What follows belongs to an exercise in optimizing a design on an open flow for a short achievable clock period and few clock cycles; a production flow would make more cautious choices.
Only simulation tests tie the RTL to the original design; equivalence was not proved.
Power and IR drop assume default switching activity.

$ cat flow/design.v
module main(clk, rst, mem_rdata, mem_addr, mem_wdata, mem_we);
	input clk, rst;
	input [15:0] mem_rdata;       
	output [7:0] mem_addr;
	output [7:0] mem_wdata;
	output mem_we;
	reg k_fetch, k_ld, k_st, k_bip;
	reg [7:0] a_oth, a_m;
	reg a_selm;
	reg [7:0] wdata_q;
	reg we_q;
	reg [7:0] fpc_oth, fpc_m;
	reg fpc_selm;
	reg fpc_bip;                       
	reg [2:0] ld_rd;
	reg smc_q;                         
	reg [7:0] smc_a;                   
	reg [63:0] rf;
	reg fz, fc;
	reg [7:0] res_q;                   
	reg [2:0] res_wa;
	reg res_we;
	reg dv;
	reg [15:0] ir;
	reg [7:0] d_fa1, e_fa1;             
	reg [7:0] d_fa2_q;                 
	reg [7:0] oh_n, oh_d, oh_m;        
	reg [7:0] ext_q;                   
	reg [7:0] d_fa;
	reg d_pred;
	reg mE_n, mE_d, mE_m, mR_n, mR_d, mR_m;
	reg q_selA_rd, q_selA_0, q_sub, q_mem, q_br, q_aimm, q_bA, q_bB;
	reg v;
	reg [7:0] e_fa;
	reg e_wr, e_setf, e_arith, e_sub, e_and, e_or, e_xor, e_shf, e_passb;
	reg e_ld, e_st, e_bc, e_pred;
	reg [1:0] e_cc;
	reg [2:0] e_rd;
	reg [7:0] e_alt;
	reg [5:0] e_off;
	reg [7:0] opA, opB, opS;
	reg [2:0] iA, iB, iS;
	reg uA, uB, uS;
	reg [7:0] rsel;
	reg [7:0] smask;
	reg [7:0] am_o, ao_o;
	wire [7:0] addr = am_o | ao_o;
	wire [7:0] fpc = fpc_selm ? fpc_m : fpc_oth;
	reg [7:0] addr_o;                  
	assign mem_addr = addr_o;
	assign mem_wdata = wdata_q;
	assign mem_we = we_q;
	wire adv = ~(k_ld | k_st);
	wire exec = v & adv & ~smc_q;
	wire [7:0] A = opA;
	wire [7:0] B = opB;
	wire [7:0] S = opS;
	wire [8:0] sum;
	wire co;
	cla8 alu_add(.a(A), .b(B), .cin(e_sub), .s(sum[7:0]), .co(co));
	assign sum[8] = co;
	wire [7:0] mar = sum[7:0];
	wire [7:0] cz = {A[6:0] | B[6:0], e_sub};
	wire z_add = &(~((A ^ cz) ^ B));
	reg [7:0] rot4;
	integer ri, rj;
	always @(*)
		for (ri = 0; ri < 8; ri = ri + 1) begin
			rot4[ri] = 1'b0;
			for (rj = 0; rj < 8; rj = rj + 1)
				rot4[ri] = rot4[ri] | (rsel[rj] & A[(ri - rj + 8) % 8]);
		end
	wire [7:0] r_oth = ({8{e_and}} & (A & B)) | ({8{e_or}} & (A | B)) | ({8{e_xor}} & (A ^ B)) |
	                   ({8{e_shf}} & rot4 & smask) | ({8{e_passb}} & B);
	wire [7:0] result = e_arith ? sum[7:0] : r_oth;
	wire z_new = e_arith ? z_add : ~|r_oth;
	wire c_new = e_arith & (sum[8] ^ e_sub);
	reg taken_e;
	always @(*)
		case (e_cc)
			2'b00: taken_e = fz;
			2'b01: taken_e = ~fz;
			2'b10: taken_e = fc;
			default: taken_e = ~fc;
		endcase
	wire mispred = exec & e_bc & (taken_e ^ e_pred);
	wire e_mem = exec & (e_ld | e_st);
	wire [15:0] I = ir;
	wire d_alu0 = (I[15:14] == 2'b00);
	wire d_alu1 = (I[15:14] == 2'b01);
	wire d_mem  = (I[15:14] == 2'b10);
	wire d_br   = (I[15:14] == 2'b11);
	wire d_imm  = I[11];
	wire d_mov  = d_alu0 & (I[13:12] == 2'b11) & d_imm;
	wire d_sub  = d_alu0 & (I[13:12] == 2'b01 || I[13:12] == 2'b10);
	wire d_cmp  = d_alu0 & (I[13:12] == 2'b10);
	wire d_logic = d_alu1 & (I[13:11] <= 3'd2);
	wire d_shift = d_alu1 & (I[13:11] >= 3'd3);
	wire d_bl   = d_br & (I[13:12] == 2'b01);
	wire d_bc   = d_br & (I[13:12] == 2'b11);
	wire d_st   = d_mem & ~I[13];
	wire d_wr   = (d_alu0 & ~d_cmp) | d_alu1 | d_bl;
	wire [7:0] d_fa2 = d_fa2_q;
	wire [7:0] d_target = {2'b00, I[5:0]};
	wire [7:0] ext = ext_q;
	function [7:0] rf_read;
		input [7:0] oh;
		input [63:0] r;
		integer k;
		begin
			rf_read = 8'd0;
			for (k = 0; k < 8; k = k + 1)
				rf_read = rf_read | ({8{oh[k]}} & r[k*8 +: 8]);
		end
	endfunction
	wire [7:0] rRn = mR_n ? res_q : rf_read(oh_n, rf);
	wire [7:0] rRd = mR_d ? res_q : rf_read(oh_d, rf);
	wire [7:0] rRm = mR_m ? res_q : rf_read(oh_m, rf);
	wire [7:0] vRn = (exec & mE_n) ? result : rRn;
	wire [7:0] vRd = (exec & mE_d) ? result : rRd;
	wire [7:0] vRm = (exec & mE_m) ? result : rRm;
	wire selA_rd = q_selA_rd;
	wire selA_0  = q_selA_0;
	wire [2:0] d_iA = selA_rd ? I[10:8] : I[7:5];
	wire d_uA = (d_alu0 & ~d_mov) | d_alu1 | (d_mem & ~I[12]);
	wire d_uB = (d_alu0 & ~d_imm) | d_logic;
	wire d_uS = d_st;
	wire bpA = exec & q_bA;
	wire bpB = exec & q_bB;
	wire bpS = exec & mE_d;
	wire [7:0] rA = selA_rd ? rRd : rRn;
	wire [7:0] oB0 = q_mem ? {2'b00, I[11], I[4:0]} :
	                 q_br  ? d_fa2 :
	                 q_aimm ? ext : rRm;
	wire [7:0] oB = q_sub ? ~oB0 : oB0;
	wire [7:0] d_opA = ({8{bpA & e_arith}} & sum[7:0]) | ({8{bpA & ~e_arith}} & r_oth) |
	                   ({8{~bpA & ~selA_0}} & rA);
	wire [7:0] d_opB = ({8{bpB & e_arith & ~q_sub}} & sum[7:0]) | ({8{bpB & e_arith & q_sub}} & ~sum[7:0]) |
	                   ({8{bpB & ~e_arith & ~q_sub}} & r_oth) | ({8{bpB & ~e_arith & q_sub}} & ~r_oth) |
	                   ({8{~bpB}} & oB);
	wire [7:0] d_opS = ({8{bpS & e_arith}} & sum[7:0]) | ({8{bpS & ~e_arith}} & r_oth) | ({8{~bpS}} & rRd);
	wire d_right = (I[13:11] == 3'b100) | (I[13:11] == 3'b110) | (I[13:11] == 3'b111);
	wire d_rotop = (I[13:11] == 3'b011) | (I[13:11] == 3'b100);
	wire [2:0] d_ramt = d_right ? (3'd0 - ext[2:0]) : ext[2:0];
	wire d_zero = d_rotop ? (ext[7:4] != 4'd0) : (ext[7:3] != 5'd0);
	wire d_full = d_rotop & ~ext[3] & (ext[7:4] == 4'd0);
	wire [7:0] d_mask = d_zero ? 8'h00 : d_full ? 8'hFF :
	                    d_right ? (8'hFF >> ext[2:0]) : (8'hFF << ext[2:0]);
	wire [15:0] M = mem_rdata;
	wire f_br = (M[15:14] == 2'b11);
	wire f_bi = f_br & (M[13:12] == 2'b10);
	wire f_bc = f_br & (M[13:12] == 2'b11);
	wire f_pbne = f_bc & (M[11:10] == 2'b01);
	wire f_jump = f_br & ~(M[13] & M[12] & ~f_pbne);    
	function [7:0] inc8;
		input [7:0] x;
		integer k;
		begin
			for (k = 0; k < 8; k = k + 1)
				inc8[k] = x[k] ^ ((x & ((8'd1 << k) - 8'd1)) == ((8'd1 << k) - 8'd1));
		end
	endfunction
	wire [7:0] a_oth2 = {inc8({1'b0, a_oth[7:1]}), a_oth[0]};
	wire [7:0] a_m2 = {inc8({1'b0, a_m[7:1]}), a_m[0]};
	wire [7:0] fa2 = a_selm ? a_m2 : a_oth2;
	wire f_aimm = (M[15:14] == 2'b00) & M[11];
	wire f_selA_rd = f_aimm | ((M[15:14] == 2'b01) & (M[13:11] >= 3'd3));
	wire f_selA_0 = (M[15:14] == 2'b10) & M[12];
	wire [7:0] m_a = {M[7:6] & {2{k_bip}}, M[5:0]};
	wire own_selm = (k_fetch & f_jump) | k_bip;
	wire [7:0] own_oth = k_fetch ? fa2 : fpc;
	wire own_bip = k_fetch ? f_bi : (~k_bip & fpc_bip);
	wire next_e_st = adv ? (dv & (ir[15:13] == 3'b100)) : (v & e_st);
	wire hitE = v & ((a_oth == e_fa) | (a_oth == e_fa1));
	wire hitD = dv & ((a_oth == d_fa) | (a_oth == d_fa1));
	wire [7:0] ld_data = mem_rdata[7:0];
	wire [7:0] n_oth_e = ~adv ? fpc :
	                     smc_q ? smc_a :
	                     mispred ? e_alt : own_oth;
	wire n_selm = adv & ~smc_q & ~mispred & ~e_mem & own_selm;
	always @(posedge clk) begin
		if (rst) begin
			a_oth <= 8'd0;
			a_selm <= 1'b0;
			ao_o <= 8'd0;
			am_o <= 8'd0;
			addr_o <= 8'd0;
		end else begin
			a_oth <= e_mem ? mar : n_oth_e;
			a_selm <= n_selm;
			ao_o <= e_mem ? mar : (n_selm ? 8'd0 : n_oth_e);
			am_o <= n_selm ? m_a : 8'd0;
			addr_o <= e_mem ? mar : (n_selm ? m_a : n_oth_e);
		end
		wdata_q <= S;
	end
	integer i;
	always @(posedge clk) begin
		if (rst) begin
			k_fetch <= 1'b1; k_ld <= 1'b0; k_st <= 1'b0; k_bip <= 1'b0;
			smc_q <= 1'b0;
			we_q <= 1'b0;
			v <= 1'b0;
			dv <= 1'b0;
			fpc_bip <= 1'b0;
			res_we <= 1'b0;
			fz <= 1'b0; fc <= 1'b0;
			rf <= {8'd0, 8'd6, 8'd5, 8'd4, 8'd3, 8'd2, 8'd1, 8'd0};
			res_q <= 8'd0; res_wa <= 3'd0; e_fa <= 8'd0; e_fa1 <= 8'd0; d_fa1 <= 8'd0;
			q_selA_rd <= 1'b0; q_selA_0 <= 1'b0; q_sub <= 1'b0; q_mem <= 1'b0; q_br <= 1'b0;
			q_aimm <= 1'b0; q_bA <= 1'b0; q_bB <= 1'b0;
			ir <= 16'd0; d_fa <= 8'd0; d_fa2_q <= 8'd0; ext_q <= 8'd0;
			oh_n <= 8'd0; oh_d <= 8'd0; oh_m <= 8'd0;
			opA <= 8'd0; opB <= 8'd0; opS <= 8'd0;
			e_arith <= 1'b0; e_sub <= 1'b0; e_and <= 1'b0; e_or <= 1'b0; e_xor <= 1'b0; e_shf <= 1'b0; e_passb <= 1'b0;
			rsel <= 8'd0; smask <= 8'd0;
		end else begin
			if (res_we) begin
				for (i = 0; i < 8; i = i + 1)
					if (res_wa == i) rf[i*8 +: 8] <= res_q;
			end
			res_we <= (exec & e_wr) | k_ld;
			res_wa <= k_ld ? ld_rd : e_rd;
			res_q <= k_ld ? ld_data : result;
			if (exec & e_setf) begin
				fz <= z_new;
				fc <= c_new;
			end
			we_q <= 1'b0;
			a_m <= m_a;
			if (adv) begin
				smc_q <= 1'b0;
				v <= dv & ~mispred;
				e_fa <= d_fa;
				e_fa1 <= d_fa1;
				e_wr <= d_wr;
				e_setf <= d_alu0 | d_alu1;
				e_arith <= (d_alu0 & ~d_mov) | d_mem;
				e_sub <= d_sub;
				e_and <= d_alu1 & (I[13:11] == 3'b000);
				e_or  <= d_alu1 & (I[13:11] == 3'b001);
				e_xor <= d_alu1 & (I[13:11] == 3'b010);
				e_shf <= d_shift;
				e_passb <= d_mov | d_bl;
				e_ld <= d_mem & I[13];
				e_st <= d_st;
				e_bc <= d_bc;
				e_pred <= d_pred;
				e_cc <= I[11:10];
				e_rd <= I[10:8];
				e_alt <= d_pred ? d_fa2 : d_target;
				e_off <= {I[11], I[4:0]};
				opA <= d_opA;
				opB <= d_opB;
				opS <= d_opS;
				iA <= d_iA; iB <= I[2:0]; iS <= I[10:8];
				uA <= d_uA; uB <= d_uB; uS <= d_uS;
				rsel <= 8'd1 << d_ramt;
				smask <= d_mask;
				dv <= k_fetch & ~mispred;
				ir <= M;
				d_fa2_q <= fa2;
				d_fa1 <= a_selm ? inc8(a_m) : inc8(a_oth);
				oh_n <= 8'd1 << M[7:5];
				oh_d <= 8'd1 << M[10:8];
				oh_m <= 8'd1 << M[2:0];
				ext_q <= {3'b000, M[4:0]} << M[7:5];
				d_fa <= addr;
				d_pred <= f_pbne;
				q_selA_rd <= f_selA_rd;
				q_selA_0 <= f_selA_0;
				q_sub <= (M[15:14] == 2'b00) & (M[13:12] == 2'b01 || M[13:12] == 2'b10);
				q_mem <= (M[15:14] == 2'b10);
				q_br <= (M[15:14] == 2'b11);
				q_aimm <= f_aimm;
				q_bA <= d_wr & (I[10:8] == (f_selA_rd ? M[10:8] : M[7:5])) & ~f_selA_0;
				q_bB <= d_wr & (I[10:8] == M[2:0]) & ~M[15] & ~f_aimm;
				mE_n <= d_wr & (I[10:8] == M[7:5]);
				mE_d <= d_wr & (I[10:8] == M[10:8]);
				mE_m <= d_wr & (I[10:8] == M[2:0]);
				mR_n <= exec & e_wr & (e_rd == M[7:5]);
				mR_d <= exec & e_wr & (e_rd == M[10:8]);
				mR_m <= exec & e_wr & (e_rd == M[2:0]);
				fpc_oth <= own_oth;
				fpc_m <= m_a;
				fpc_selm <= own_selm;
				fpc_bip <= own_bip;
				if (smc_q) begin
					v <= 1'b0;
					dv <= 1'b0;
					k_fetch <= 1'b1; k_ld <= 1'b0; k_st <= 1'b0; k_bip <= 1'b0;
				end else if (mispred) begin
					k_fetch <= 1'b1; k_ld <= 1'b0; k_st <= 1'b0; k_bip <= 1'b0;
				end else if (e_mem) begin
					we_q <= e_st;
					ld_rd <= e_rd;
					k_fetch <= 1'b0; k_ld <= e_ld; k_st <= e_st; k_bip <= 1'b0;
				end else begin
					if (own_bip & next_e_st) begin
						k_fetch <= 1'b0; k_ld <= 1'b0; k_st <= 1'b0; k_bip <= 1'b0;
					end else begin
						k_fetch <= ~own_bip; k_ld <= 1'b0; k_st <= 1'b0; k_bip <= own_bip;
					end
				end
			end else begin
				mR_n <= k_ld & (ld_rd == ir[7:5]);
				mR_d <= k_ld & (ld_rd == ir[10:8]);
				mR_m <= k_ld & (ld_rd == ir[2:0]);
				if (k_ld) begin
					if (uA & (iA == ld_rd)) opA <= ld_data;
					if (uB & (iB == ld_rd)) opB <= e_sub ? ~ld_data : ld_data;
					if (uS & (iS == ld_rd)) opS <= ld_data;
				end
				smc_q <= k_st & (hitE | hitD);
				smc_a <= v ? e_fa : d_fa;       
				if (fpc_bip & next_e_st) begin
					k_fetch <= 1'b0; k_ld <= 1'b0; k_st <= 1'b0; k_bip <= 1'b0;
				end else begin
					k_fetch <= ~fpc_bip; k_ld <= 1'b0; k_st <= 1'b0; k_bip <= fpc_bip;
				end
			end
		end
	end
endmodule
module cla8(a, b, cin, s, co);
	input [7:0] a, b;
	input cin;
	output [7:0] s;
	output co;
	wire [7:0] g0 = a & b;
	wire [7:0] t0 = a | b;
	wire [7:0] g1, t1, g2, t2, g3, t3;
	genvar i;
	generate
		for (i = 0; i < 8; i = i + 1) begin : pre
			if (i >= 1) begin : l1
				assign g1[i] = g0[i] | (t0[i] & g0[i-1]);
				assign t1[i] = t0[i] & t0[i-1];
			end else begin : l1z
				assign g1[i] = g0[i];
				assign t1[i] = t0[i];
			end
			if (i >= 2) begin : l2
				assign g2[i] = g1[i] | (t1[i] & g1[i-2]);
				assign t2[i] = t1[i] & t1[i-2];
			end else begin : l2z
				assign g2[i] = g1[i];
				assign t2[i] = t1[i];
			end
			if (i >= 4) begin : l3
				assign g3[i] = g2[i] | (t2[i] & g2[i-4]);
				assign t3[i] = t2[i] & t2[i-4];
			end else begin : l3z
				assign g3[i] = g2[i];
				assign t3[i] = t2[i];
			end
		end
	endgenerate
	wire [8:0] c = {g3 | (t3 & {8{cin}}), cin};
	assign s = (a ^ c[7:0]) ^ b;
	assign co = c[8];
endmodule
$ cat flow/run.sh
#!/bin/bash
# synth_recipe.tcl (not shown) runs the flow's synth.tcl, then flattens the netlist and writes it again
# the make line also repeats each setting of config.mk as NAME=value (left out here)
make -C /OpenROAD-flow-scripts/flow DESIGN_CONFIG=/design/flow/config.mk WORK_HOME=/design/flow/orfs CLKGATE_MAP_FILE= SYNTH_SCRIPT=/design/flow/synth_recipe.tcl finish
$ cat flow/config.mk
export PLATFORM = sky130hd
export DESIGN_NAME = main
export DESIGN_NICKNAME = main
export VERILOG_FILES = /design/flow/design.v
export SDC_FILE = /design/flow/constraint.sdc
export NUM_CORES = 4
export LEC_CHECK = 0
export ABC_CLOCK_PERIOD_IN_PS = 1800
export CAP_MARGIN = 20
export CORE_MARGIN = 2
export CORE_UTILIZATION = 40
export GPL_TIMING_DRIVEN = 1
export SETUP_SLACK_MARGIN = 3.6
export SLEW_MARGIN = 20
export TNS_END_PERCENT = 100
$ cat flow/constraint.sdc
create_clock -name core_clock -period 5.5 [get_ports {clk}]
set_input_delay 1.1000 -clock core_clock [delete_from_list [all_inputs] [get_ports {clk}]]
set_output_delay 1.1000 -clock core_clock [all_outputs]
set_load 0.01 [all_outputs]
==> impl_summary.log, run 1 <==
[metrics] worst hold start: opS[0]
[metrics] number of global-route vias before repair: 16.20k
[metrics] Final Non-Filler Cells: 2733
[metrics] GPL Wtd Cong: 0.9319
[metrics] number of nets in the final layout: 2173
[metrics] number of DRC violations after detailed routing: 0
[metrics] number of antenna-violating nets in the routed design: 0
[metrics] via count normalized by instance count: 6.164
[metrics] Num CTS Buffers: 39
[metrics] GR Overflow Total: 0
[metrics] total setup violations reported at the end of the flow: 0
[metrics] FF+latch count, synth: 337
[metrics] final period demand of the worst path: 2254 ps
[metrics] DP Wirelength: 42.57 mm
[metrics] largest registers: rf: 64 flops, ir: 16 flops
[metrics] final max-slew violation count: 0
[metrics] Fin Clk Skew: 24.10 ps
[metrics] adder and majority cell fraction of the synthesized area: 0.02995
[metrics] yosys synthesis warning count: 1
[metrics] CTS clock-pin slew for the worst setup and hold paths: 60 ps
[metrics] clock tree buffer depth: 3
[metrics] most frequently used flop master after synthesis: sky130_fd_sc_hd__dfxtp_1
[metrics] number of max-cap violations: 0
[metrics] synthesized area per cell: 8.681 sq um
[metrics] ordered cell list for the critical path: inv_4 -> ha_4 -> nand2b_4 -> a221o_2 -> a21o_1 -> a221oi_4 -> buf_6 -> a21oi_4 -> a2111oi_4
[metrics] number of placed cells counting well taps: 2513
[metrics] data arrival time at the worst-slack endpoint: 2740 ps
[metrics] detail-routed net length per standard cell: 24.90 um
[metrics] Largest register FFs: 64
[metrics] xor/xnor cell area share of the yosys netlist: 0.05884
[metrics] setup repair after global routing missed its margin: true
[metrics] delay of the slowest cell on the worst path: 390 ps
[metrics] worst-path fanout max: 3
[metrics] CP Launch Point: opA[0]
[metrics] Worst-Skew Late Latency: 590 ps
[metrics] Vias: 16.85k
[metrics] startpoint class of the critical path: flop
[metrics] required time worst endpoint: 5990 ps
[metrics] Die Area: 46190 sq um
[metrics] starting utilization of the core area: 0.4042
[metrics] type of destination of the critical path: flop
[metrics] first-pass GRT wire length: 100.8 mm
[metrics] final worst path period share: 0.4099
[metrics] simple-gate portion of the synthesized area: 0.1788
[metrics] mux contribution to synthesized area: 0.06046
[metrics] worst hold path type: reg2reg
[metrics] number of hold-slack violations in the final timing report: 0
[metrics] Post-Route Utilization: 0.5206
[metrics] commonest cells after routing, fill and taps aside: sky130_fd_sc_hd__nand2_1, sky130_fd_sc_hd__dfxtp_1, sky130_fd_sc_hd__a21oi_1
[metrics] Core Region: 44030 sq um
[metrics] TritonCTS clock tree: yes
[metrics] largest net degree at the start of global routing: 69
[metrics] most common library cell in the layout ignoring fill and taps: sky130_fd_sc_hd__nand2_1
[metrics] count of inserted antenna diode cells: 0
[metrics] critical register-to-register path startpoint: opA[0]
[metrics] global-route usage over all layers: 0.2834
[metrics] number of I/O pins: 35
[metrics] die span in x: 214.9 um
[metrics] crit path kind: reg2reg
[metrics] cell at the root of the clock tree: sky130_fd_sc_hd__clkbuf_16
[metrics] setup tns final: 0 ps
[metrics] Netlist Area Pre-Place: 17800 sq um
[metrics] compound-cell area share of the yosys netlist: 0.2037
[metrics] Seq/Total Area, Yosys: 0.4168
[metrics] slowest cell on the critical path: sky130_fd_sc_hd__dfxtp_4
[metrics] final wirelength: 68.04 mm
[metrics] number of I/O port buffers: 34
[metrics] IR drop worst, VDD: 0.2617 mV
[metrics] Clock Sinks: 337
[metrics] register bank with the most flops: rf
[metrics] post-synthesis instance total: 2050
[metrics] antenna violations before repair: 0
[metrics] drt pass-1 iters: 8
[metrics] share of flip-flops with an asynchronous set or reset: 0
[metrics] share of layout cells above drive strength 1: 0.2527
[metrics] Site Rows: 77
[metrics] Max Clock Freq: 443.6 MHz
[metrics] number of enable flip-flop cells after synthesis: 67
[metrics] Die Span Y: 214.9 um
[metrics] Pleak: 8.257 nW
[metrics] maximum level of the CTS H-tree: 2
[metrics] Hold Buf Count CTS: 0
[metrics] run status: complete, no violations
[metrics] actual slew at the worst max-slew pin: 1121 ps
[metrics] dominant combinational cell family by area after synthesis: compound AO/OA/AOI/OAI gates
[metrics] number of DRC markers in iteration 0: 1795
[metrics] signed area change from the synthesized netlist to the final layout: 28.80%
[metrics] Power Dens Cells: 301.4 nW/um^2
[metrics] net count after synthesis: 2110
[metrics] worst slew margin relative to its limit: 0.2470
[metrics] count of cell types in the netlist: 83
-- stage by stage --
stage | area, sq um | setup slack (ps) | power [mW] | hold slack [ps]
final | 22920 | 3246 | 6.909 | 354.3
after global routing | 22920 | 3151 | 7.133 | 364.3
after CTS | 22370 | 3255 | 6.802 | 357.0
after detailed placement | 18600 | 2022 | 3.945 | 347.3
after global placement | 18600 | 2056 | 3.927 | 343.7
after floorplan | 18360 | 2634 | 3.598 | 330.6
-- synth_stat cells, drive strengths merged, types with 7 or more instances --
library cell  number  share of area
a21oi            171          0.048
nand3             41          0.012
mux2i             76          0.043
o41ai              7         0.0039
nand2            287          0.061
edfxtp            67           0.11
nor3              53          0.016
buf               43          0.011
xor2              40          0.021
nor4              10         0.0039
a31oi             12         0.0042
nor2             149          0.031
a311oi             8         0.0043
xnor2             74          0.036
clkbuf           144          0.030
mux2              28          0.018
a211o              9         0.0044
and3              22         0.0077
nor2b              8         0.0028
a41oi              9         0.0044
nand4             44          0.015
a22oi            142          0.060
a211oi            28          0.012
a221oi            23          0.012
o211ai            19         0.0080
nand2b            20         0.0070
a22o               8         0.0039
o21ai             48          0.014
inv               45         0.0095
nand3b             7         0.0030
and2              13         0.0046
ha                41          0.029
dfxtp            270           0.30
-- power breakdown --
group	internal, mW	total, mW	switching (mW)
combinational	0.626	1.39	0.760
clock	1.45	2.58	1.13
sequential	2.70	2.94	0.244
total	4.78	6.91	2.13
-- critical path: cells and delay by family, from the launching register on --
kind | cells | cell delay [ps]
AOI/OAI and AO/OA | 5 | 1250
adders and majority gates | 1 | 150
buffers and inverters | 2 | 210
DFF | 1 | 390
and+or+nand+nor | 1 | 130
-- routing by layer --
| layer | GRT usage | part of all wire |
|---|---|---|
| met1 | 0.3513 | 0.40 |
| met2 | 0.4698 | 0.47 |
| met3 | 0.05322 | 0.079 |
| met4 | 0.1465 | 0.060 |
| met5 | 0 | 0 |
-- worst paths after layout --
kind | to | slack (ps) | cells past startpoint
worst max register to register | opS[4] | 3250 | 9
worst min register to register | wdata_q[0] | 350 | 0
worst min-delay path | wdata_q[0] | 350 | 0
worst max-delay path | opS[4] | 3250 | 9
-- logic make-up (layout without fill, tap and decap cells) --
group / count (synthesis) / after routing
AOI/OAI and AO/OA: 535 / 535
xor gates and xnor gates: 115 / 115
adders and majority gates: 42 / 42
buffers and inverters: 233 / 320
DFF: 337 / 337
muxes: 104 / 104
and+or+nand+nor: 684 / 688
-- layout make-up --
| class | count | area [sq um] |
|---|---|---|
| Timing Repair Buffer | 204 | 2217 |
| Inverter | 46 | 214.0 |
| Clock buffer | 54 | 1122 |
| Clock inverter | 15 | 157.7 |
| Multi-Input combinational cell | 1484 | 10950 |
| Fill cell | 3878 | 21110 |
| Tap cell | 592 | 740.7 |
| Sequential cell | 337 | 7513 |
| Timing Repair inverter | 1 | 8.758 |
-- what timing repair did --
| item | in CTS | in global routing |
|---|---|---|
| gates resized for setup | 432 | 87 |
| cloned | 11 | 1 |
| pin swaps | 111 | 64 |
| buffers inserted | 115 | 24 |
| setup endpoints to repair | 317 | 183 |
Testbench counts, summed over its fixed seeds: cycles 92,371.
==> inputs of run 2 (changes only) <==
--- a/flow/design.v
+++ b/flow/design.v
@@ -150,14 +150,24 @@
 	wire f_br = (M[15:14] == 2'b11);
 	wire f_bi = f_br & (M[13:12] == 2'b10);
 	wire f_bc = f_br & (M[13:12] == 2'b11);
-	wire f_pbne = f_bc & (M[11:10] == 2'b01);
+	wire f_pbne = f_bc & M[10];                         
 	wire f_jump = f_br & ~(M[13] & M[12] & ~f_pbne);    
+	function all_ones;
+		input [7:0] x;
+		input integer n;
+		integer j;
+		begin
+			all_ones = 1'b1;
+			for (j = n - 1; j >= 0; j = j - 1)
+				all_ones = all_ones & x[j];
+		end
+	endfunction
 	function [7:0] inc8;
 		input [7:0] x;
 		integer k;
 		begin
 			for (k = 0; k < 8; k = k + 1)
-				inc8[k] = x[k] ^ ((x & ((8'd1 << k) - 8'd1)) == ((8'd1 << k) - 8'd1));
+				inc8[k] = all_ones(x, k) ? ~x[k] : x[k];
 		end
 	endfunction
 	wire [7:0] a_oth2 = {inc8({1'b0, a_oth[7:1]}), a_oth[0]};
--- a/flow/config.mk
+++ b/flow/config.mk
@@ -8,7 +8,7 @@
 export ABC_CLOCK_PERIOD_IN_PS = 1800
 export CAP_MARGIN = 20
 export CORE_MARGIN = 2
-export CORE_UTILIZATION = 40
+export CORE_UTILIZATION = 30
 export GPL_TIMING_DRIVEN = 1
 export SETUP_SLACK_MARGIN = 3.6
 export SLEW_MARGIN = 20
==> run 2 against run 1 <==
Effect of this change:
- largest cell class unchanged
- first-iteration DRC count fell by 6.3%
- global-route usage fell by 7.1 points
- critical path depth rose by 1
- flip-flop and latch count did not move
- core utilization fell by 13 points
- setup slack got worse by 17 ps
- power rose by 2.1%
- clock skew fell by 2.3 ps
- highest routed layer unchanged
- maximum frequency fell by 0.75%
- register-to-register slack got worse by 20 ps
==> impl_summary.log, run 2 <==
[metrics] run status: complete, no violations
[metrics] Num CTS Buffers: 38
[metrics] antenna violations before repair: 1
[metrics] Max Clock Freq: 440.3 MHz
[metrics] Seq/Total Area, Yosys: 0.4199
[metrics] crit path kind: reg2reg
[metrics] total setup violations reported at the end of the flow: 0
[metrics] worst slew margin relative to its limit: 0.3662
[metrics] IR drop worst, VDD: 0.2596 mV
[metrics] cell at the root of the clock tree: sky130_fd_sc_hd__clkbuf_16
[metrics] count of cell types in the netlist: 86
[metrics] most common library cell in the layout ignoring fill and taps: sky130_fd_sc_hd__nand2_1
[metrics] Die Span Y: 246.6 um
[metrics] maximum level of the CTS H-tree: 2
[metrics] Site Rows: 88
[metrics] detail-routed net length per standard cell: 23.05 um
[metrics] DP Wirelength: 40.92 mm
[metrics] most frequent cell after synthesis: sky130_fd_sc_hd__nand2_1
[metrics] clock tree buffer depth: 3
[metrics] starting utilization of the core area: 0.3050
[metrics] number of global-route vias before repair: 15.84k
[metrics] number of max-cap violations: 0
[metrics] Power Dens Cells: 309.3 nW/um^2
[metrics] net count after synthesis: 2099
[metrics] GR Overflow Total: 0
[metrics] proportion of netlist area held by the largest area contributor: 0.3060
[metrics] Hold Buf Count CTS: 0
[metrics] WHS: 365.4 ps
[metrics] Die Area: 60830 sq um
[metrics] final period demand of the worst path: 2271 ps
[metrics] number of DRC violations after detailed routing: 0
[metrics] worst hold path type: reg2reg
[metrics] worst-path fanout max: 4
[metrics] Netlist Area Pre-Place: 17660 sq um
[metrics] yosys synthesis warning count: 1
[metrics] post-synthesis instance total: 2047
[metrics] actual slew at the worst max-slew pin: 949.6 ps
[metrics] Fin Clk Skew: 21.79 ps
[metrics] first-pass GRT wire length: 98.77 mm
[metrics] most numerous cell types in the synthesized netlist: sky130_fd_sc_hd__nand2_1, sky130_fd_sc_hd__dfxtp_1, sky130_fd_sc_hd__a21oi_1
[metrics] crit path setup slack, layout: 3229 ps
[metrics] startpoint class of the critical path: flop
[metrics] internal portion of total power: 4.948 mW
[metrics] die span in x: 246.6 um
[metrics] synthesized area per cell: 8.628 sq um
[metrics] library cell occupying the most area in the post-synthesis netlist: sky130_fd_sc_hd__dfxtp_1
[metrics] commonest cells after routing, fill and taps aside: sky130_fd_sc_hd__nand2_1, sky130_fd_sc_hd__dfxtp_1, sky130_fd_sc_hd__a21oi_1
[metrics] final max-slew violation count: 0
[metrics] sw power: 2.106 mW
[metrics] Pleak: 7.953 nW
[metrics] clock network fraction of design power: 0.376
[metrics] required time worst endpoint: 5930 ps
[metrics] FF+latch count, synth: 337
[metrics] TritonCTS clock tree: yes
[metrics] largest registers: rf: 64 flops, ir: 16 flops
[metrics] number of nets in the final layout: 2175
[metrics] setup slack of the worst register-to-register path: 3230 ps
[metrics] FF-to-FF path depth: 10
[metrics] largest net degree at the start of global routing: 88
[metrics] Core Region: 57920 sq um
[metrics] Largest register FFs: 64
[metrics] share of flip-flops with an asynchronous set or reset: 0
[metrics] top cells by area, synth: sky130_fd_sc_hd__dfxtp_1, sky130_fd_sc_hd__edfxtp_1, sky130_fd_sc_hd__nand2_1
[metrics] number of hold-slack violations in the final timing report: 0
[metrics] post-route total power: 7.054 mW
[metrics] most frequently used flop master after synthesis: sky130_fd_sc_hd__dfxtp_1
[metrics] final worst path period share: 0.4130
[metrics] number of antenna-violating nets in the routed design: 0
[metrics] combinational share of power: 0.202
[metrics] GPL Wtd Cong: 0.9222
[metrics] number of I/O port buffers: 34
[metrics] pre-CTS setup slack: 2116 ps
[metrics] critical register-to-register path startpoint: opA[0]
[metrics] number of DRC markers in iteration 0: 1682
[metrics] CTS clock-pin slew for the worst setup and hold paths: 60 ps
[metrics] final wirelength: 67.23 mm
[metrics] register bank with the most flops: rf
[metrics] via count normalized by instance count: 5.688
[metrics] Worst-Skew Late Latency: 550 ps
[metrics] signed area change from the synthesized netlist to the final layout: 29.12%
[metrics] Vias: 16.59k
[metrics] type of destination of the critical path: flop
[metrics] global-route usage over all layers: 0.2128
[metrics] setup repair after global routing missed its margin: true
[metrics] number of I/O pins: 35
[metrics] worst setup path end: opB[2]
[metrics] Sw Share: 0.2986
[metrics] drt pass-1 iters: 8
[metrics] Clock Sinks: 337
[metrics] register share of total power: 0.421
[metrics] Post-Route Utilization: 0.3938
[metrics] CP Launch Point: opA[0]
[metrics] end of the worst register-to-register path: opB[2]
[metrics] number of enable flip-flop cells after synthesis: 67
[metrics] data arrival time at the worst-slack endpoint: 2700 ps
[metrics] setup tns final: 0 ps
[metrics] share of layout cells above drive strength 1: 0.2585
==> run 2: cell types whose count changed in the layout (fill, tap and decap cells not counted), sizes merged, moves of 6 or more <==
cell	previous run	this run
nand3	41	35
a211o	9	3
buf	188	202
nand2b	20	9
a22oi	142	134
a21oi	171	188
nor2	150	143
ha	41	33
xnor2	74	85
and2	13	20
and3	22	13
nand2	287	301
==> run 2: layout make-up <==
cell class | instances | area [sq um]
Inverter | 50 | 230.2
Sequential cell | 337 | 7575
Clock buffer | 52 | 1085
Clock inverter | 16 | 193.9
Multi-Input combinational cell | 1477 | 10550
Antenna cell | 1 | 2.502
Tap cell | 765 | 957.2
Timing Repair Buffer | 216 | 2188
Fill cell | 5651 | 35110
Timing Repair inverter | 3 | 22.52
==> run 2: worst max-delay path, cell delays in order, from the launching register on <==
cell,delay (ps)
sky130_fd_sc_hd__dfxtp_4,410
sky130_fd_sc_hd__inv_4,60
sky130_fd_sc_hd__ha_4,170
sky130_fd_sc_hd__nor3b_4,290
sky130_fd_sc_hd__buf_6,150
sky130_fd_sc_hd__nor3_4,50
sky130_fd_sc_hd__xnor2_2,310
sky130_fd_sc_hd__mux2i_4,180
sky130_fd_sc_hd__a21oi_2,210
sky130_fd_sc_hd__xor2_1,210
sky130_fd_sc_hd__a21oi_1,90
==> run 2: through the flow <==
stage / cells / area [sq um]
after floorplan: 2047 / 18050
after global placement: 2676 / 18560
after detailed placement: 2676 / 18550
after CTS: 2877 / 22090
after global routing: 2916 / 22800
final: 2917 / 22810
==> run 2: power groups by stage <==
stage	Sequential [mW]	Clock (mW)	Combinational, mW
2_1_floorplan	2.84	0	0.804
3_3_place_gp	3.02	0	0.962
3_5_place_dp	3.03	0	0.976
4_1_cts	2.96	2.67	1.29
5_1_grt	2.99	2.77	1.52
6_report	2.97	2.66	1.43
==> run 2: kinds of logic (layout without fill, tap and decap cells) <==
logic type,after synthesis,count (layout),synth area share
and+or+nand+nor,671,676,0.1756
AOI/OAI and AO/OA,533,534,0.2008
DFF,337,337,0.4199
buffers and inverters,239,337,0.05391
xor gates and xnor gates,129,129,0.06439
muxes,104,104,0.06078
adders and majority gates,34,34,0.02451
other,0,1,0
==> run 2: layer usage <==
layer / up-vias / track usage / wire, um
li1: 7476 / - / -
met1: 8003 / 0.2705 / 27240
met2: 902 / 0.3500 / 31190
met3: 211 / 0.03573 / 5448
met4: 0 / 0.1012 / 3350
met5: - / 0 / 0
==> run 2: worst min path at each step <==
stage / start / to / slack, ps / cells after the start
after CTS: opS[6] / wdata_q[6] / 370 / 0
after global placement: opS[6] / wdata_q[6] / 370 / 0
after global routing: opS[4] / wdata_q[4] / 380 / 0
after floorplan: opS[1] / wdata_q[1] / 330 / 0
final: opS[6] / wdata_q[6] / 370 / 0
after detailed placement: opS[6] / wdata_q[6] / 370 / 0
==> run 2: timing repair <==
action,in CTS,in global routing
gates cloned,12,1
gates resized for setup,419,113
buffers inserted,121,38
pin swaps,76,40
endpoints found under the setup margin,309,192
Testbench counts of run 2, summed over its fixed seeds: cycles 91,487.
==> inputs of run 3 (changes only) <==
--- a/flow/config.mk
+++ b/flow/config.mk
@@ -8,7 +8,7 @@
 export ABC_CLOCK_PERIOD_IN_PS = 1800
 export CAP_MARGIN = 20
 export CORE_MARGIN = 2
-export CORE_UTILIZATION = 30
+export CORE_UTILIZATION = 70
 export GPL_TIMING_DRIVEN = 1
 export SETUP_SLACK_MARGIN = 3.6
 export SLEW_MARGIN = 20
==> run 3 against run 2 <==
Effect of this change:
- the flow now stops in global routing
- area after synthesis is the same
- synthesized cell count is the same
==> impl_summary.log, run 3 <==
[metrics] run status: stopped before the end
[metrics] last stage the flow got to: global routing
[metrics] tool error: [ERROR GRT-0232] Routing congestion too high. Check the congestion heatmap in the GUI.
[metrics] Seq/Total Area, Yosys: 0.4199
[metrics] largest net degree at the start of global routing: 98
[metrics] global-route usage over all layers: 0.8506
[metrics] top cells by area, synth: sky130_fd_sc_hd__dfxtp_1, sky130_fd_sc_hd__edfxtp_1, sky130_fd_sc_hd__nand2_1
[metrics] placement-stage cell area: 18000 sq um
[metrics] count of cell types in the netlist: 86
[metrics] number of I/O pins: 35
[metrics] die span in x: 162.8 um
[metrics] most numerous cell types in the synthesized netlist: sky130_fd_sc_hd__nand2_1, sky130_fd_sc_hd__dfxtp_1, sky130_fd_sc_hd__a21oi_1
[metrics] number of I/O port buffers: 34
[metrics] Num CTS Buffers: 37
[metrics] grt repair worst endpoint: opB[6]$_SDFFE_PP0P_/D
[metrics] cell at the root of the clock tree: sky130_fd_sc_hd__clkbuf_16
[metrics] Netlist Area Pre-Place: 17660 sq um
[metrics] antenna violations before repair: 20
[metrics] share of flip-flops with an asynchronous set or reset: 0
[metrics] Hold Buf Count CTS: 0
[metrics] GR Overflow Total: 60
[metrics] most frequent cell after synthesis: sky130_fd_sc_hd__nand2_1
[metrics] proportion of netlist area held by the largest area contributor: 0.3060
[metrics] FF+latch count, synth: 337
[metrics] Die Span Y: 162.8 um
[metrics] post-synthesis instance total: 2047
[metrics] starting utilization of the core area: 0.7075
[metrics] yosys synthesis warning count: 1
[metrics] most frequently used flop master after synthesis: sky130_fd_sc_hd__dfxtp_1
[metrics] DP Wirelength: 38.72 mm
[metrics] pre-CTS setup slack: 2202 ps
[metrics] synthesized area per cell: 8.628 sq um
[metrics] clock tree buffer depth: 3
[metrics] library cell occupying the most area in the post-synthesis netlist: sky130_fd_sc_hd__dfxtp_1
[metrics] net count after synthesis: 2099
[metrics] kind of the worst endpoint: sequential cell input
[metrics] number of enable flip-flop cells after synthesis: 67
[metrics] GPL Wtd Cong: 1.001
[metrics] maximum level of the CTS H-tree: 2
[metrics] Clock Sinks: 337
[metrics] Site Rows: 58
-- run 3: cell counts after synthesis --
Identical to the previous run, type by type.
-- run 3: cells by family after synthesis --
logic type	count (synthesis)	share of synthesized area
and+or+nand+nor	671	0.1756
AOI/OAI and AO/OA	533	0.2008
muxes	104	0.06078
adders and majority gates	34	0.02451
DFF	337	0.4199
xor gates and xnor gates	129	0.06439
buffers and inverters	239	0.05391
-- run 3: repair_timing --
| item | in CTS |
|---|---|
| setup endpoints to repair | 299 |
| setup buffers | 124 |
| gates cloned | 10 |
| gates resized for setup | 414 |
| pin swaps | 75 |
-- run 3: power groups by stage --
| stage | Clock (mW) | Combinational, mW | Sequential, mW |
|---|---|---|---|
| after floorplan | 0 | 0.804 | 2.84 |
| after global placement | 0 | 0.927 | 3.01 |
| after detailed placement | 0 | 0.951 | 3.02 |
| after CTS | 2.43 | 1.28 | 2.96 |
-- run 3: routing by layer --
metal	GRT overflow	global-route usage
met4	31	0.8351
met1	5	0.8549
met2	19	0.9422
met5	2	0.6439
met3	3	0.7606
-- run 3: worst min-delay path by stage --
stage,cells past startpoint,to,startpoint
2_1_floorplan,0,wdata_q[1],opS[1]
3_3_place_gp,0,wdata_q[3],opS[3]
3_5_place_dp,0,wdata_q[6],opS[6]
4_1_cts,0,wdata_q[6],opS[6]
-- run 3: per-stage QoR --
stage	util	power, mW	cells
CTS	0.8585	6.668	2441
detailed placement	0.7211	3.969	2240
global placement	0.7207	3.937	2240
floorplan	-	3.645	2047
==> inputs of run 4 (changes only) <==
--- a/flow/config.mk
+++ b/flow/config.mk
@@ -8,7 +8,7 @@
 export ABC_CLOCK_PERIOD_IN_PS = 1800
 export CAP_MARGIN = 20
 export CORE_MARGIN = 2
-export CORE_UTILIZATION = 70
+export CORE_UTILIZATION = 62
 export GPL_TIMING_DRIVEN = 1
 export SETUP_SLACK_MARGIN = 3.6
 export SLEW_MARGIN = 20
==> run 4 against run 3 <==
Effect of this change:
- area after synthesis did not move
- now clean on timing, DRC and antenna
- synthesized cell count is the same
==> impl_summary.log, run 4 <==
[metrics] proportion of netlist area held by the largest area contributor: 0.3060
[metrics] total setup violations reported at the end of the flow: 0
[metrics] Site Rows: 61
[metrics] detail-routed net length per standard cell: 27.80 um
[metrics] starting utilization of the core area: 0.6323
[metrics] share of layout cells above drive strength 1: 0.2635
[metrics] number of I/O pins: 35
[metrics] most common library cell in the layout ignoring fill and taps: sky130_fd_sc_hd__nand2_1
[metrics] largest registers: rf: 64 flops, ir: 16 flops
[metrics] area occupied by multi-input gates: 10670 sq um
[metrics] number of antenna-violating nets in the routed design: 0
[metrics] Hold Buf Count CTS: 0
[metrics] number of filler cells placed in the layout: 1694
[metrics] startpoint class of the critical path: flop
[metrics] signed area change from the synthesized netlist to the final layout: 26.80%
[metrics] drt pass-1 iters: 12
[metrics] Max Clock Freq: 406.6 MHz
[metrics] yosys synthesis warning count: 1
[metrics] final instance area: 22400 sq um
[metrics] worst slew margin relative to its limit: 0.3401
[metrics] run status: complete, no violations
[metrics] worst-path fanout max: 3
[metrics] TritonCTS clock tree: yes
[metrics] number of I/O port buffers: 34
[metrics] Pleak: 7.971 nW
[metrics] Power Dens Cells: 311.7 nW/um^2
[metrics] IR drop worst, VDD: 0.2708 mV
[metrics] first-pass GRT wire length: 96.92 mm
[metrics] GPL Wtd Cong: 0.9438
[metrics] Largest register FFs: 64
[metrics] post-route total power: 6.981 mW
[metrics] FF-to-FF path depth: 11
[metrics] share of flip-flops with an asynchronous set or reset: 0
[metrics] final wirelength: 70.37 mm
[metrics] clock tree buffer depth: 3
[metrics] worst hold path type: reg2reg
[metrics] FF+latch count, synth: 337
[metrics] Worst-Skew Late Latency: 550 ps
[metrics] CTS clock-pin slew for the worst setup and hold paths: 60 ps
[metrics] final worst path period share: 0.4471
[metrics] commonest cells after routing, fill and taps aside: sky130_fd_sc_hd__nand2_1, sky130_fd_sc_hd__dfxtp_1, sky130_fd_sc_hd__a21oi_1
[metrics] Vias: 17.96k
[metrics] required time worst endpoint: 5870 ps
[metrics] Worst Hold Path Cells: 0
[metrics] count of cell types in the netlist: 86
[metrics] register bank with the most flops: rf
[metrics] actual slew at the worst max-slew pin: 986.2 ps
[metrics] number of hold-slack violations in the final timing report: 0
[metrics] cell at the root of the clock tree: sky130_fd_sc_hd__clkbuf_16
[metrics] most frequently used flop master after synthesis: sky130_fd_sc_hd__dfxtp_1
[metrics] Core Region: 27930 sq um
[metrics] Die Area: 29850 sq um
[metrics] setup slack of the worst register-to-register path: 3040 ps
[metrics] library cell occupying the most area in the post-synthesis netlist: sky130_fd_sc_hd__dfxtp_1
[metrics] number of DRC violations after detailed routing: 0
[metrics] number of enable flip-flop cells after synthesis: 67
[metrics] setup tns final: 0 ps
[metrics] post-synthesis instance total: 2047
[metrics] largest net degree at the start of global routing: 83
[metrics] net count after synthesis: 2099
[metrics] Netlist Area Pre-Place: 17660 sq um
[metrics] final period demand of the worst path: 2459 ps
[metrics] Num CTS Buffers: 37
[metrics] worst hold start: opS[6]
[metrics] GR Overflow Total: 0
[metrics] number of DRC markers in iteration 0: 3156
[metrics] synthesized area per cell: 8.628 sq um
[metrics] number of max-cap violations: 0
[metrics] number of nets in the final layout: 2177
[metrics] critical register-to-register path startpoint: opA[1]
[metrics] antenna violations before repair: 5
[metrics] crit path kind: reg2reg
[metrics] end of the worst register-to-register path: opA[1]
[metrics] data arrival time at the worst-slack endpoint: 2830 ps
[metrics] final max-slew violation count: 0
[metrics] setup repair after global routing missed its margin: true
[metrics] top cells by area, synth: sky130_fd_sc_hd__dfxtp_1, sky130_fd_sc_hd__edfxtp_1, sky130_fd_sc_hd__nand2_1
[metrics] Die Span Y: 172.8 um
[metrics] die span in x: 172.8 um
[metrics] type of destination of the critical path: flop
[metrics] global-route usage over all layers: 0.4167
[metrics] most numerous cell types in the synthesized netlist: sky130_fd_sc_hd__nand2_1, sky130_fd_sc_hd__dfxtp_1, sky130_fd_sc_hd__a21oi_1
[metrics] number of global-route vias before repair: 16.00k
[metrics] WHS: 354.0 ps
[metrics] DP Wirelength: 39.81 mm
[metrics] placement-stage cell area: 18050 sq um
[metrics] Fin Clk Skew: 26.18 ps
[metrics] total area of sequential cells: 7547 sq um
[metrics] Seq/Total Area, Yosys: 0.4199
[metrics] Clock Sinks: 337
[metrics] most frequent cell after synthesis: sky130_fd_sc_hd__nand2_1
[metrics] via count normalized by instance count: 7.095
[metrics] Endpoint, Worst Hold: wdata_q[6]
[metrics] maximum level of the CTS H-tree: 2
## run 4: worst max path at each step
stage | from | endpoint | depth (start not counted)
floorplan | rst | d_pred | 5
global placement | rst | ext_q[4] | 4
detailed placement | rst | ext_q[6] | 4
CTS | opA[1] | opB[4] | 9
global route | opA[1] | opA[1] | 11
finish | opA[1] | opA[1] | 11
## run 4: area by class of cell
class | count | area share
Multi-Input combinational cell | 1476 | 0.4764
Sequential cell | 337 | 0.3370
Timing Repair Buffer | 220 | 0.1011
Clock buffer | 51 | 0.04648
Tap cell | 378 | 0.02112
Inverter | 50 | 0.01028
Clock inverter | 15 | 0.006481
Timing Repair inverter | 3 | 0.001006
Antenna cell | 1 | 0.0001117
## run 4: what timing repair did
action / in CTS / in global routing
gates resized for setup: 397 / 138
setup buffers: 105 / 56
pin swaps: 69 / 70
cloned: 12 / 3
endpoints found under the setup margin: 330 / 190
## run 4: logic make-up (layout without fill, tap and decap cells)
family | count (synthesis) | count (layout) | synth area share
xor gates and xnor gates | 129 | 129 | 0.06439
other | 0 | 1 | 0
AOI/OAI and AO/OA | 533 | 534 | 0.2008
muxes | 104 | 104 | 0.06078
adders and majority gates | 34 | 34 | 0.02451
buffers and inverters | 239 | 339 | 0.05391
DFF | 337 | 337 | 0.4199
and+or+nand+nor | 671 | 675 | 0.1756
## run 4: metal layers
| layer | GRT usage | share of wire | up-vias | wire length, um |
|---|---|---|---|---|
| met3 | 0.07146 | 0.13 | 482 | 8875 |
| li1 | - | - | 7496 | - |
| met2 | 0.6509 | 0.43 | 1595 | 30300 |
| met5 | 0 | 0.00048 | - | 34 |
| met1 | 0.5460 | 0.36 | 8378 | 25020 |
| met4 | 0.2461 | 0.087 | 6 | 6140 |
## run 4: where the power goes
part / total [mW] / switching, mW / internal [mW]
Sequential: 2.99 / 0.284 / 2.71
Combinational: 1.50 / 0.828 / 0.675
Clock: 2.48 / 1.05 / 1.43
Total: 6.98 / 2.17 / 4.81
## run 4: per-stage QoR
step                setup slack (ps)  utilization  std cells
detailed placement              2165       0.6462       2287
floorplan                       2998            -       2047
CTS                             3277       0.7623       2470
global placement                2190       0.6460       2287
finish                          3041       0.8017       2531
global route                    3068       0.8016       2530
## run 4: worst max-delay path, stage by stage (launching register included)
cell	delay, ps
sky130_fd_sc_hd__dfxtp_4	400
sky130_fd_sc_hd__inv_4	50
sky130_fd_sc_hd__ha_4	180
sky130_fd_sc_hd__buf_6	120
sky130_fd_sc_hd__buf_6	110
sky130_fd_sc_hd__buf_6	120
sky130_fd_sc_hd__o211ai_1	270
sky130_fd_sc_hd__a31oi_2	100
sky130_fd_sc_hd__mux2_4	350
sky130_fd_sc_hd__nor2_1	100
sky130_fd_sc_hd__a21oi_1	80
sky130_fd_sc_hd__o22ai_1	410
==> inputs of run 5 (changes only) <==
--- a/flow/config.mk
+++ b/flow/config.mk
@@ -8,7 +8,7 @@
 export ABC_CLOCK_PERIOD_IN_PS = 1800
 export CAP_MARGIN = 20
 export CORE_MARGIN = 2
-export CORE_UTILIZATION = 62
+export CORE_UTILIZATION = 48
 export GPL_TIMING_DRIVEN = 1
 export SETUP_SLACK_MARGIN = 3.6
 export SLEW_MARGIN = 20
==> run 5 against run 4 <==
Effect of this change:
- clock power increased by 13%
- non-clock buffer count grew 17
- register-to-register slack better by 180 ps
- maximum frequency rose by 8.1%
- highest routed layer is now met4
- synthesized cell count stayed put
- largest power group unchanged
- critical path depth down 1
==> impl_summary.log, run 5 <==
[metrics] Max Clock Freq: 439.6 MHz
[metrics] commonest cells after routing, fill and taps aside: sky130_fd_sc_hd__nand2_1, sky130_fd_sc_hd__dfxtp_1, sky130_fd_sc_hd__a21oi_1
[metrics] Netlist Area Pre-Place: 17660 sq um
[metrics] worst hold path type: reg2reg
[metrics] GPL Wtd Cong: 0.9350
[metrics] CP top delay family: compound AO/OA/AOI/OAI gates
[metrics] register bank with the most flops: rf
[metrics] Power Dens Cells: 318.5 nW/um^2
[metrics] share of layout cells above drive strength 1: 0.2754
[metrics] post-synthesis instance total: 2047
[metrics] type of destination of the critical path: flop
[metrics] drt pass-1 iters: 8
[metrics] mux contribution to synthesized area: 0.06078
[metrics] yosys synthesis warning count: 1
[metrics] simple-gate portion of the synthesized area: 0.1756
[metrics] Fin Clk Skew: 25.81 ps
[metrics] xor/xnor cell area share of the yosys netlist: 0.06440
[metrics] largest registers: rf: 64 flops, ir: 16 flops
[metrics] proportion of netlist area held by the largest area contributor: 0.3060
[metrics] DP Wirelength: 40.71 mm
[metrics] number of global-route vias before repair: 15.69k
[metrics] most frequently used flop master after synthesis: sky130_fd_sc_hd__dfxtp_1
[metrics] TritonCTS clock tree: yes
[metrics] most common library cell in the layout ignoring fill and taps: sky130_fd_sc_hd__nand2_1
[metrics] crit path setup slack, layout: 3225 ps
[metrics] largest net degree at the start of global routing: 201
[metrics] worst path buffer plus inverter count: 2
[metrics] Hold Buf Count CTS: 0
[metrics] Vias: 16.67k
[metrics] Post-Route Utilization: 0.6247
[metrics] adder and majority cell fraction of the synthesized area: 0.02451
[metrics] Die Span Y: 195.8 um
[metrics] crit path kind: reg2reg
[metrics] detail-routed net length per standard cell: 24.73 um
[metrics] worst-path fanout max: 5
[metrics] startpoint class of the critical path: flop
[metrics] final worst path period share: 0.4136
[metrics] count of inserted antenna diode cells: 0
[metrics] number of hold-slack violations in the final timing report: 0
[metrics] Worst-Skew Late Latency: 590 ps
[metrics] maximum level of the CTS H-tree: 2
[metrics] number of nets in the final layout: 2194
[metrics] Largest register FFs: 64
[metrics] synthesized area per cell: 8.628 sq um
[metrics] Num CTS Buffers: 38
[metrics] number of antenna-violating nets in the routed design: 0
[metrics] cell at the root of the clock tree: sky130_fd_sc_hd__clkbuf_16
[metrics] starting utilization of the core area: 0.4848
[metrics] number of placed cells counting well taps: 2378
[metrics] dominant combinational cell family by area after synthesis: compound AO/OA/AOI/OAI gates
[metrics] global-route usage over all layers: 0.3286
[metrics] IR drop worst, VDD: 0.1963 mV
[metrics] signed area change from the synthesized netlist to the final layout: 28.86%
[metrics] ordered cell list for the critical path: inv_2 -> ha_4 -> nor2b_4 -> o31ai_4 -> a31oi_4 -> xnor2_4 -> buf_12 -> o311ai_4 -> xnor2_2 -> o22ai_1
[metrics] number of I/O pins: 35
[metrics] Site Rows: 70
[metrics] required time worst endpoint: 5940 ps
[metrics] top cells by area, synth: sky130_fd_sc_hd__dfxtp_1, sky130_fd_sc_hd__edfxtp_1, sky130_fd_sc_hd__nand2_1
[metrics] CTS clock-pin slew for the worst setup and hold paths: 60 ps
[metrics] most frequent cell after synthesis: sky130_fd_sc_hd__nand2_1
[metrics] pre-CTS setup slack: 2267 ps
[metrics] Final Non-Filler Cells: 2639
[metrics] number of max-cap violations: 0
[metrics] clock tree buffer depth: 3
[metrics] Die Area: 38350 sq um
[metrics] Clock Sinks: 337
[metrics] net count after synthesis: 2099
[metrics] slowest cell on the critical path: sky130_fd_sc_hd__o31ai_4
[metrics] first-pass GRT wire length: 96.63 mm
[metrics] Pleak: 8.111 nW
[metrics] final max-slew violation count: 0
[metrics] run status: complete, no violations
[metrics] via count normalized by instance count: 6.316
[metrics] worst slew margin relative to its limit: 0.2341
[metrics] share of flip-flops with an asynchronous set or reset: 0
[metrics] setup repair after global routing missed its margin: true
[metrics] count of cell types in the netlist: 86
[metrics] GR Overflow Total: 0
[metrics] setup tns final: 0 ps
[metrics] total setup violations reported at the end of the flow: 0
[metrics] Core Region: 36430 sq um
[metrics] compound-cell area share of the yosys netlist: 0.2008
[metrics] number of enable flip-flop cells after synthesis: 67
[metrics] library cell occupying the most area in the post-synthesis netlist: sky130_fd_sc_hd__dfxtp_1
[metrics] delay of the slowest cell on the worst path: 370 ps
[metrics] number of DRC violations after detailed routing: 0
[metrics] die span in x: 195.8 um
[metrics] post-route total power: 7.248 mW
[metrics] most numerous cell types in the synthesized netlist: sky130_fd_sc_hd__nand2_1, sky130_fd_sc_hd__dfxtp_1, sky130_fd_sc_hd__a21oi_1
[metrics] data arrival time at the worst-slack endpoint: 2720 ps
[metrics] number of DRC markers in iteration 0: 1748
[metrics] FF+latch count, synth: 337
[metrics] final period demand of the worst path: 2275 ps
[metrics] actual slew at the worst max-slew pin: 1149 ps
[metrics] number of I/O port buffers: 34
[metrics] Seq/Total Area, Yosys: 0.4199
[metrics] final wirelength: 65.26 mm
[metrics] antenna violations before repair: 0
-- run 5: cell counts after synthesis --
Identical to the previous run, type by type.
-- run 5: per-layer routing --
layer  part of all wire  vias up  wire (um)  track usage
met5                  0        -          0            0
met4              0.059        0       3868       0.1585
met3              0.080      218       5215      0.05037
met2               0.47      888      30460       0.5415
met1               0.39     8037      25730       0.4235
li1                   -     7525          -            -
-- run 5: layout make-up --
cell class / count / area [sq um]
Tap cell: 468 / 585.6
Fill cell: 2968 / 13680
Inverter: 50 / 224.0
Sequential cell: 337 / 7553
Timing Repair inverter: 3 / 22.52
Clock inverter: 18 / 275.3
Multi-Input combinational cell: 1475 / 10700
Timing Repair Buffer: 237 / 2288
Clock buffer: 51 / 1111
-- run 5: through the flow --
stage / hold slack (ps) / cell area, sq um
CTS: 343.7 / 21660
floorplan: 330.1 / 18050
finish: 341.0 / 22760
global placement: 354.3 / 18180
global route: 345.8 / 22760
detailed placement: 351.6 / 18180
-- run 5: worst paths after layout --
path	depth (start not counted)	slack [ps]	start	to
worst min-delay path	0	340	opS[7]	wdata_q[7]
worst max-delay path	10	3230	opB[1]	opB[7]
worst min register to register	0	340	opS[7]	wdata_q[7]
worst max register to register	10	3230	opB[1]	opB[7]
-- run 5: worst register-to-register path, cell delays in order (launching register included) --
cell,delay (ps)
sky130_fd_sc_hd__dfxtp_4,360
sky130_fd_sc_hd__inv_2,90
sky130_fd_sc_hd__ha_4,190
sky130_fd_sc_hd__nor2b_4,60
sky130_fd_sc_hd__o31ai_4,370
sky130_fd_sc_hd__a31oi_4,210
sky130_fd_sc_hd__xnor2_4,190
sky130_fd_sc_hd__buf_12,150
sky130_fd_sc_hd__o311ai_4,260
sky130_fd_sc_hd__xnor2_2,160
sky130_fd_sc_hd__o22ai_1,110
-- run 5: cells by family after synthesis --
| group | Yosys count |
|---|---|
| compound gates | 533 |
| buf+inv | 239 |
| xor+xnor | 129 |
| fa+ha+maj | 34 |
| flops | 337 |
| mux | 104 |
| simple gates | 671 |
-- run 5: where the power goes --
| group | internal, mW | total (mW) | switching (mW) |
|---|---|---|---|
| Combinational | 0.699 | 1.48 | 0.780 |
| Clock | 1.68 | 2.80 | 1.13 |
| Sequential | 2.71 | 2.97 | 0.258 |
-- run 5: timing repair --
item                       4_1_cts  5_1_grt
buffers inserted               118       64
pin swaps                       89       59
setup endpoints to repair      279      116
cloned                           8        2
resized for setup              419      116
==> inputs of run 6 (changes only) <==
--- a/flow/config.mk
+++ b/flow/config.mk
@@ -8,7 +8,7 @@
 export ABC_CLOCK_PERIOD_IN_PS = 1800
 export CAP_MARGIN = 20
 export CORE_MARGIN = 2
-export CORE_UTILIZATION = 48
+export CORE_UTILIZATION = 40
 export GPL_TIMING_DRIVEN = 1
 export SETUP_SLACK_MARGIN = 3.6
 export SLEW_MARGIN = 20
==> run 6 against run 5 <==
Effect of this change:
- sequential share of layout area rose by 0.71 points
- die area rose by 20%
- power shrank 2.9%
- hold slack better by 16 ps
- count of clock-buffer cells in the layout increased by 6
- sequential power hardly changed
- flip-flop and latch count unchanged
- global-route usage decreased by 6.3 points
- area after synthesis unchanged
- still clean on timing, DRC and antenna
==> impl_summary.log, run 6 <==
[metrics] run status: complete, no violations
[metrics] Power Dens Cells: 315.2 nW/um^2
[metrics] count of cell types in the netlist: 86
[metrics] register bank with the most flops: rf
[metrics] Seq/Total Area, Yosys: 0.4199
[metrics] Fin Clk Skew: 32.54 ps
[metrics] number of max-cap violations: 0
[metrics] Num CTS Buffers: 39
[metrics] share of flip-flops with an asynchronous set or reset: 0
[metrics] Largest register FFs: 64
[metrics] number of hold-slack violations in the final timing report: 0
[metrics] global-route usage over all layers: 0.2660
[metrics] post-synthesis instance total: 2047
[metrics] Hold Buf Count CTS: 0
[metrics] IR drop worst, VDD: 0.2132 mV
[metrics] FF+latch count, synth: 337
[metrics] total setup violations reported at the end of the flow: 0
[metrics] Netlist Area Pre-Place: 17660 sq um
[metrics] Clock Sinks: 337
[metrics] number of DRC markers in iteration 0: 1863
[metrics] TritonCTS clock tree: yes
[metrics] first-pass GRT wire length: 95.58 mm
[metrics] worst-path fanout max: 5
[metrics] starting utilization of the core area: 0.4073
[metrics] CTS clock-pin slew for the worst setup and hold paths: 60 ps
[metrics] mux contribution to synthesized area: 0.06078
[metrics] share of layout cells above drive strength 1: 0.2594
[metrics] Pleak: 7.798 nW
[metrics] DP Wirelength: 40.73 mm
[metrics] largest registers: rf: 64 flops, ir: 16 flops
[metrics] number of antenna-violating nets in the routed design: 0
[metrics] worst slew margin relative to its limit: 0.3702
[metrics] proportion of netlist area held by the largest area contributor: 0.3060
[metrics] actual slew at the worst max-slew pin: 943.4 ps
[metrics] signed area change from the synthesized netlist to the final layout: 26.39%
[metrics] worst hold path type: reg2reg
[metrics] startpoint class of the critical path: flop
[metrics] top cells by area, synth: sky130_fd_sc_hd__dfxtp_1, sky130_fd_sc_hd__edfxtp_1, sky130_fd_sc_hd__nand2_1
[metrics] most numerous cell types in the synthesized netlist: sky130_fd_sc_hd__nand2_1, sky130_fd_sc_hd__dfxtp_1, sky130_fd_sc_hd__a21oi_1
[metrics] Vias: 16.33k
[metrics] count of inserted antenna diode cells: 0
[metrics] required time worst endpoint: 5920 ps
[metrics] final worst path period share: 0.4088
[metrics] largest net degree at the start of global routing: 97
[metrics] crit path kind: reg2reg
[metrics] via count normalized by instance count: 6.029
[metrics] number of enable flip-flop cells after synthesis: 67
[metrics] Core Region: 43360 sq um
[metrics] synthesized area per cell: 8.628 sq um
[metrics] commonest cells after routing, fill and taps aside: sky130_fd_sc_hd__nand2_1, sky130_fd_sc_hd__dfxtp_1, sky130_fd_sc_hd__a21oi_1
[metrics] yosys synthesis warning count: 1
[metrics] drt pass-1 iters: 8
[metrics] number of I/O port buffers: 34
[metrics] cell at the root of the clock tree: sky130_fd_sc_hd__clkbuf_16
[metrics] final period demand of the worst path: 2249 ps
[metrics] setup tns final: 0 ps
[metrics] data arrival time at the worst-slack endpoint: 2670 ps
[metrics] type of destination of the critical path: flop
[metrics] GPL Wtd Cong: 0.9391
[metrics] xor/xnor cell area share of the yosys netlist: 0.06440
[metrics] library cell occupying the most area in the post-synthesis netlist: sky130_fd_sc_hd__dfxtp_1
[metrics] FF-to-FF path depth: 10
[metrics] clock tree buffer depth: 3
[metrics] number of global-route vias before repair: 15.45k
[metrics] Die Span Y: 214.1 um
[metrics] net count after synthesis: 2099
[metrics] dominant combinational cell family by area after synthesis: compound AO/OA/AOI/OAI gates
[metrics] die span in x: 214.1 um
[metrics] final wirelength: 63.88 mm
[metrics] maximum level of the CTS H-tree: 2
[metrics] detail-routed net length per standard cell: 23.58 um
[metrics] most frequent cell after synthesis: sky130_fd_sc_hd__nand2_1
[metrics] Worst-Skew Late Latency: 570 ps
[metrics] adder and majority cell fraction of the synthesized area: 0.02451
[metrics] final max-slew violation count: 0
[metrics] most common library cell in the layout ignoring fill and taps: sky130_fd_sc_hd__nand2_1
[metrics] number of I/O pins: 35
[metrics] compound-cell area share of the yosys netlist: 0.2008
[metrics] Max Clock Freq: 444.7 MHz
[metrics] Post-Route Utilization: 0.5148
[metrics] GR Overflow Total: 0
[metrics] most frequently used flop master after synthesis: sky130_fd_sc_hd__dfxtp_1
[metrics] antenna violations before repair: 0
[metrics] Worst Hold Path Cells: 0
[metrics] setup repair after global routing missed its margin: true
[metrics] number of nets in the final layout: 2147
[metrics] simple-gate portion of the synthesized area: 0.1756
[metrics] Die Area: 45850 sq um
[metrics] Site Rows: 76
[metrics] number of DRC violations after detailed routing: 0
==> run 6: final cells by class <==
cell class | instances | area (sq um)
fillers | 3931 | 21040
inverters | 50 | 220.2
clock inverters | 13 | 177.7
multi-input cells | 1474 | 10630
flip-flops and latches | 337 | 7567
repair buffers | 190 | 1834
repair inverters | 3 | 22.52
clock buffers | 57 | 1135
well taps | 585 | 732.0
==> run 6: kinds of logic after synthesis <==
family	Yosys count
XOR/XNOR	129
buffers and inverters	239
adder cells (fa/ha/maj)	34
AND/OR/NAND/NOR	671
AO/OA/AOI/OAI	533
multiplexers	104
flip-flops	337
==> run 6: worst paths after layout <==
path / from / slack [ps] / endpoint
worst max register to register: opA[1] / 3250 / opB[7]
worst min-delay path: opS[6] / 360 / wdata_q[6]
worst max-delay path: opA[1] / 3250 / opB[7]
worst min register to register: opS[6] / 360 / wdata_q[6]
==> run 6: metrics by stage <==
stage | total power, mW | worst slack [ps] | hold WS [ps] | cells | cell area, sq um
finish | 7.037 | 3251 | 357.0 | 2709 | 22320
global route | 7.253 | 3222 | 361.7 | 2709 | 22320
CTS | 6.918 | 3270 | 362.7 | 2677 | 21630
detailed placement | 3.986 | 2228 | 362.3 | 2494 | 18300
global placement | 3.973 | 2280 | 368.1 | 2492 | 18290
floorplan | 3.645 | 2998 | 330.1 | 2047 | 18050
==> run 6: critical path, cell delays in order (launching register included) <==
cell and delay, ps:
sky130_fd_sc_hd__dfxtp_4 370, sky130_fd_sc_hd__inv_2 70, sky130_fd_sc_hd__ha_4 180, sky130_fd_sc_hd__nor3b_4 60
sky130_fd_sc_hd__o31ai_4 400, sky130_fd_sc_hd__a31oi_4 170, sky130_fd_sc_hd__xnor2_2 160, sky130_fd_sc_hd__buf_6 150
sky130_fd_sc_hd__o311ai_4 240, sky130_fd_sc_hd__xnor2_1 190, sky130_fd_sc_hd__o22ai_1 120
==> run 6: timing repair <==
action / CTS / global route
resized for setup: 420 / 114
gates cloned: 7 / 0
setup buffers: 106 / 32
pin swaps: 83 / 51
setup endpoints to repair: 278 / 98
==> run 6: per-layer routing <==
layer | track usage | routed length, um | part of all wire
met2 | 0.4440 | 30370 | 0.48
met4 | 0.1234 | 3202 | 0.050
met5 | 0 | 0 | 0
met3 | 0.03674 | 4396 | 0.069
met1 | 0.3411 | 25910 | 0.41
==> run 6: power breakdown <==
part           switching, mW  total [mW]  internal [mW]
clock                   1.06        2.68           1.62
combinational          0.743        1.38          0.642
sequential             0.260        2.97           2.71

-- what the ideal ports hide --
The flow's constraints put no driver on any port. The routed layouts listed below were extracted and timed again, unchanged, in two steps. Step 1 assumes that a clkbuf_16 drives the clock port and a buf_2 every other input. Step 2 times the ports against the registers' clock, not the clock port: input delays grow and output delays shrink by t, the midpoint of the rising clock arrivals with the driver on. a / b / c = no drivers / after step 1 / after step 2; a / b = the first two.
| run | t, ns | slack for setup (ns) | hold slack, ns | worst setup path after step 2 |
|---|---|---|---|---|
| run 1 | 0.635 | 3.246 / 3.226 / 2.756 | 0.354 / 0.354 / 0.354 | input to register |
| run 2 | 0.602 | 3.229 / 3.229 / 2.908 | 0.365 / 0.365 / 0.365 | input to register |
| run 4 | 0.585 | 3.041 / 3.041 / 2.820 | 0.354 / 0.354 / 0.354 | input to register |
| run 5 | 0.624 | 3.225 / 3.225 / 2.863 | 0.341 / 0.341 / 0.341 | input to register |
| run 6 | 0.607 | 3.251 / 3.251 / 2.934 | 0.357 / 0.357 / 0.357 | input to register |
After both steps setup and hold are still met in every run listed. For run 1, which loses most, drivers alone change the setup slack by -0.020 ns; drivers and shift together by -0.490 ns.
